Context: an optimization exercise on an open-source flow, tuned for low power. The choices shown serve that exercise and are no tape-out recipe. In this exercise RTL edits were held to simulation tests only and were not proved equivalent to the original. The clock port is modelled as an ideal driver, which makes a skipped or thinned clock tree look cheaper than it is; a real chip needs a root buffer or a tree.

## rev 12
// fifo
module fifo #(
    parameter DATA_WIDTH = 16,
    parameter DEPTH = 64,
    parameter ALMOST_FULL_THRESH = 56,
    parameter ALMOST_EMPTY_THRESH = 8
)(
    input                   clk,
    input                   rst_n,
    input                   wr_en,
    input  [DATA_WIDTH-1:0] wr_data,
    input                   rd_en,
    output [DATA_WIDTH-1:0] rd_data,
    output                  full,
    output                  empty,
    output                  almost_full,
    output                  almost_empty,
    output                  overflow_err,
    output                  underflow_err,
    output [DATA_WIDTH-1:0] fifo_count
);
Size in the first run: ~2500 cells after synthesis, ~1100 flip-flops, about 58 I/O pins.
clock: 3.3 ns
lec_check: 0
cap_margin: 0
core_margin: 2
core_utilization: 60
place_density: 0.8
slew_margin: 0
standard.sh (not shown) runs the stock make flow with config.mk's settings and CLKGATE_MAP_FILE= SYNTH_SCRIPT=/design/flow/synth_recipe.tcl, a recipe that flattens the netlist after the stock synthesis.
==> flow/flow/run.sh <==
#!/bin/bash
# Standard layout (the standard.sh) with a custom clock tree: ORFS's cts step
# sources flow/custom_cts.tcl (PRE_CTS_TCL), which builds the tree, gives the
# output ports plain buffers instead of delay cells, and stands in for
# repair_clock_inverters and TritonCTS. Everything else is the standard flow.
set -euo pipefail
export PRE_CTS_TCL="$(pwd)/flow/custom_cts.tcl"
export CCTS_CLK=clk
export CCTS_LEVELS="sky130_fd_sc_hd__clkinv_8:30 sky130_fd_sc_hd__clkinv_16:5 sky130_fd_sc_hd__clkbuf_16:4"
export CCTS_OUTBUF=sky130_fd_sc_hd__buf_2
bash standard.sh > standard.log 2>&1
==> flow/flow/custom_cts.tcl <==
# Custom clock tree, sourced by ORFS's cts step (PRE_CTS_TCL) before its calls to
# repair_clock_inverters and clock_tree_synthesis, which it then replaces with
# no-ops.
# CCTS_LEVELS lists, from the flip-flops up, "cell:max_loads" for each level of
# the tree; the last entry repeats until one cell remains, and that cell is the
# only load of the clock port. At each level the loads are split into compact
# groups by recursive balanced bisection of their placement, and each group gets
# one cell at its centre. Inverting levels must come in pairs, so every
# flip-flop sees the clock port's polarity.
set ::ccts_block [ord::get_db_block]
set ::ccts_db [ord::get_db]
set clk_net [$::ccts_block findNet $::env(CCTS_CLK)]

proc ccts_split {items nparts} {
  if {$nparts <= 1} { return [list $items] }
  set xs [lmap it $items {lindex $it 0}]
  set ys [lmap it $items {lindex $it 1}]
  set dx [expr {[tcl::mathfunc::max {*}$xs] - [tcl::mathfunc::min {*}$xs]}]
  set dy [expr {[tcl::mathfunc::max {*}$ys] - [tcl::mathfunc::min {*}$ys]}]
  set key [expr {$dx >= $dy ? 0 : 1}]
  set sorted [lsort -real -index $key $items]
  set na [expr {$nparts / 2}]
  set nb [expr {$nparts - $na}]
  set n [llength $sorted]
  set cut [expr {int(round(double($n) * $na / $nparts))}]
  set a [lrange $sorted 0 [expr {$cut - 1}]]
  set b [lrange $sorted $cut end]
  return [concat [ccts_split $a $na] [ccts_split $b $nb]]
}

proc ccts_center {items} {
  set sx 0.0; set sy 0.0
  foreach it $items { set sx [expr {$sx + [lindex $it 0]}]; set sy [expr {$sy + [lindex $it 1]}] }
  set n [llength $items]
  return [list [expr {int($sx / $n)}] [expr {int($sy / $n)}]]
}

proc ccts_pin {master dir} {
  foreach mt [$master getMTerms] {
    if {[$mt getSigType] ne "SIGNAL"} continue
    if {[$mt getIoType] eq $dir} { return [$mt getName] }
  }
  error "custom cts: no $dir pin on [$master getName]"
}

set ::ccts_count 0
proc ccts_add_cell {level master x y loads} {
  set name "ccts_${level}_$::ccts_count"
  incr ::ccts_count
  set inst [odb::dbInst_create $::ccts_block $master $name]
  set net [odb::dbNet_create $::ccts_block "clknet_$name"]
  $net setSigType CLOCK
  [$inst findITerm [ccts_pin $master OUTPUT]] connect $net
  foreach it $loads {
    set iterm [lindex $it 2]
    $iterm disconnect
    $iterm connect $net
  }
  set w [$master getWidth]
  set h [$master getHeight]
  $inst setLocation [expr {$x - $w / 2}] [expr {$y - $h / 2}]
  $inst setPlacementStatus PLACED
  return [list $x $y [$inst findITerm [ccts_pin $master INPUT]]]
}

set sinks {}
foreach iterm [$clk_net getITerms] {
  set bb [[$iterm getInst] getBBox]
  lappend sinks [list [expr {([$bb xMin] + [$bb xMax]) / 2}] [expr {([$bb yMin] + [$bb yMax]) / 2}] $iterm]
}
puts "custom cts: [llength $sinks] sinks on [$clk_net getName]"

set specs $::env(CCTS_LEVELS)
set level 0
set nodes $sinks
set inversions 0
while {1} {
  set spec [lindex $specs [expr {min($level, [llength $specs] - 1)}]]
  lassign [split $spec :] cell maxn
  set master [$::ccts_db findMaster $cell]
  if {$master eq "NULL" || $master eq ""} { error "custom cts: no cell $cell" }
  set ngroups [expr {int(ceil(double([llength $nodes]) / $maxn))}]
  if {$level >= [llength $specs] - 1 && [llength $nodes] > 1 && $ngroups == 1} { set ngroups 1 }
  set groups [ccts_split $nodes $ngroups]
  set next {}
  foreach g $groups {
    lassign [ccts_center $g] x y
    lappend next [ccts_add_cell $level $master $x $y $g]
  }
  if {[string match "*inv*" $cell]} { incr inversions }
  puts "custom cts: level $level: [llength $nodes] loads in [llength $groups] groups of $cell"
  set nodes $next
  incr level
  if {[llength $nodes] == 1 && $level >= [llength $specs]} break
}
if {$inversions % 2} { error "custom cts: odd number of inverting levels" }
[lindex $nodes 0 2] connect $clk_net

# Optionally give the output ports faster buffers than the delay cells the
# standard flow's port buffering picked (CCTS_OUTBUF, same function: a buffer).
if {[info exists ::env(CCTS_OUTBUF)]} {
  set outbuf [$::ccts_db findMaster $::env(CCTS_OUTBUF)]
  set nswap 0
  foreach bt [$::ccts_block getBTerms] {
    if {[$bt getIoType] ne "OUTPUT"} continue
    set net [$bt getNet]
    if {$net eq "NULL"} continue
    foreach it [$net getITerms] {
      if {![$it isOutputSignal]} continue
      set inst [$it getInst]
      if {[[$inst getMaster] getName] eq "sky130_fd_sc_hd__clkdlybuf4s50_1"} {
        $inst swapMaster $outbuf
        incr nswap
      }
    }
  }
  puts "custom cts: $nswap output port buffers now [$outbuf getName]"
}

proc ::repair_clock_inverters {args} { puts "custom clock tree: repair_clock_inverters skipped" }
proc ::clock_tree_synthesis {args} { puts "custom clock tree: clock_tree_synthesis skipped" }
#### Input delta (rev 13 over rev 12)
==> flow/flow/run.sh <==
#!/bin/bash
# Standard layout (the standard.sh) with a custom clock tree: ORFS's cts step
# sources flow/custom_cts.tcl (PRE_CTS_TCL), which pulls each group of flip-flops
# together around its clock driver, builds the tree, gives the output ports
# plain buffers instead of delay cells, and stands in for repair_clock_inverters
# and TritonCTS. Everything else is the standard flow.
set -euo pipefail
export PRE_CTS_TCL="$(pwd)/flow/custom_cts.tcl"
export CCTS_CLK=clk
export CCTS_LEVELS="sky130_fd_sc_hd__clkinv_8:32 sky130_fd_sc_hd__clkinv_16:6 sky130_fd_sc_hd__clkbuf_8:3"
export CCTS_OUTBUF=sky130_fd_sc_hd__buf_2
export CCTS_SHRINK=0.1
bash standard.sh > standard.log 2>&1
diff --git a/flow/flow/custom_cts.tcl b/flow/flow/custom_cts.tcl
--- a/flow/flow/custom_cts.tcl
+++ b/flow/flow/custom_cts.tcl
@@ -9,0 +10,5 @@
+# With CCTS_SHRINK set (0..1), each flip-flop group is first pulled towards its
+# centre, every flip-flop's offset from the centre scaled by CCTS_SHRINK; the
+# cts step's detailed placement then legalises them.
+# With CCTS_OUTBUF set, the delay cells the standard flow put on the output
+# ports are swapped for that buffer.
@@ -87,0 +93,12 @@
+    if {$level == 0 && [info exists ::env(CCTS_SHRINK)]} {
+      # pull the group's flip-flops towards its centre (detailed placement
+      # legalises them afterwards)
+      set a $::env(CCTS_SHRINK)
+      foreach it $g {
+        set inst [[lindex $it 2] getInst]
+        lassign [$inst getLocation] lx ly
+        set nx [expr {int($x + $a * ([lindex $it 0] - $x)) - ([lindex $it 0] - $lx)}]
+        set ny [expr {int($y + $a * ([lindex $it 1] - $y)) - ([lindex $it 1] - $ly)}]
+        $inst setLocation $nx $ny
+      }
+    }
## What came out
Comparing rev 12 with rev 13, the multi-input combinational cell area came out essentially unchanged.
Max freq rev 12 -> rev 13: degraded
Rev 12 → rev 13: cell area has remained practically unchanged; worst hold slack shrank by 120 ps.
Number of vias after detailed routing | rev 13 above rev 12
In the flow results for rev 13 and rev 12, the via count of the first global-routing pass is smaller on rev 12.
Rev 13 gives more global-route usage than rev 12 did.
Between rev 12 and rev 13, routed wire length increased.
Post-layout utilization of the core: rev 13 vs rev 12 down 0.16 points
Diff rev 13..rev 12 | synthesized cell count | unchanged
In every run of this note, the design's own scripts or RTL, not TritonCTS, make the clock network.

## port drivers added, routing unchanged
How much do the figures lean on ideal ports? The routed layouts below were timed once more, with nothing changed but the port constraints. Step 1 sets driving cells, clkbuf_16 on the clock port and buf_2 on the other inputs (assumed; they add their load-dependent delay and slew). Step 2 also shifts input and output timing later by t, the mid clock arrival at the registers, as if the neighbouring blocks saw the same clock. a / b / c = ideal ports / drivers / drivers and shift; a / b = the first two.
run	t (ns)	slack for setup (ns)	hold slack, ns	latest minus earliest clock arrival (ns)	worst data-port slew with drivers (ns)
rev 12	0.731	0.181 / 0.181 / 0.181	0.194 / 0.157 / 0.547	0.052 / 0.052	0.03
rev 13	0.865	0.052 / 0.052 / 0.052	0.078 / 0.036 / 0.606	0.032 / 0.032	0.04
After both steps every run listed still meets setup and hold.
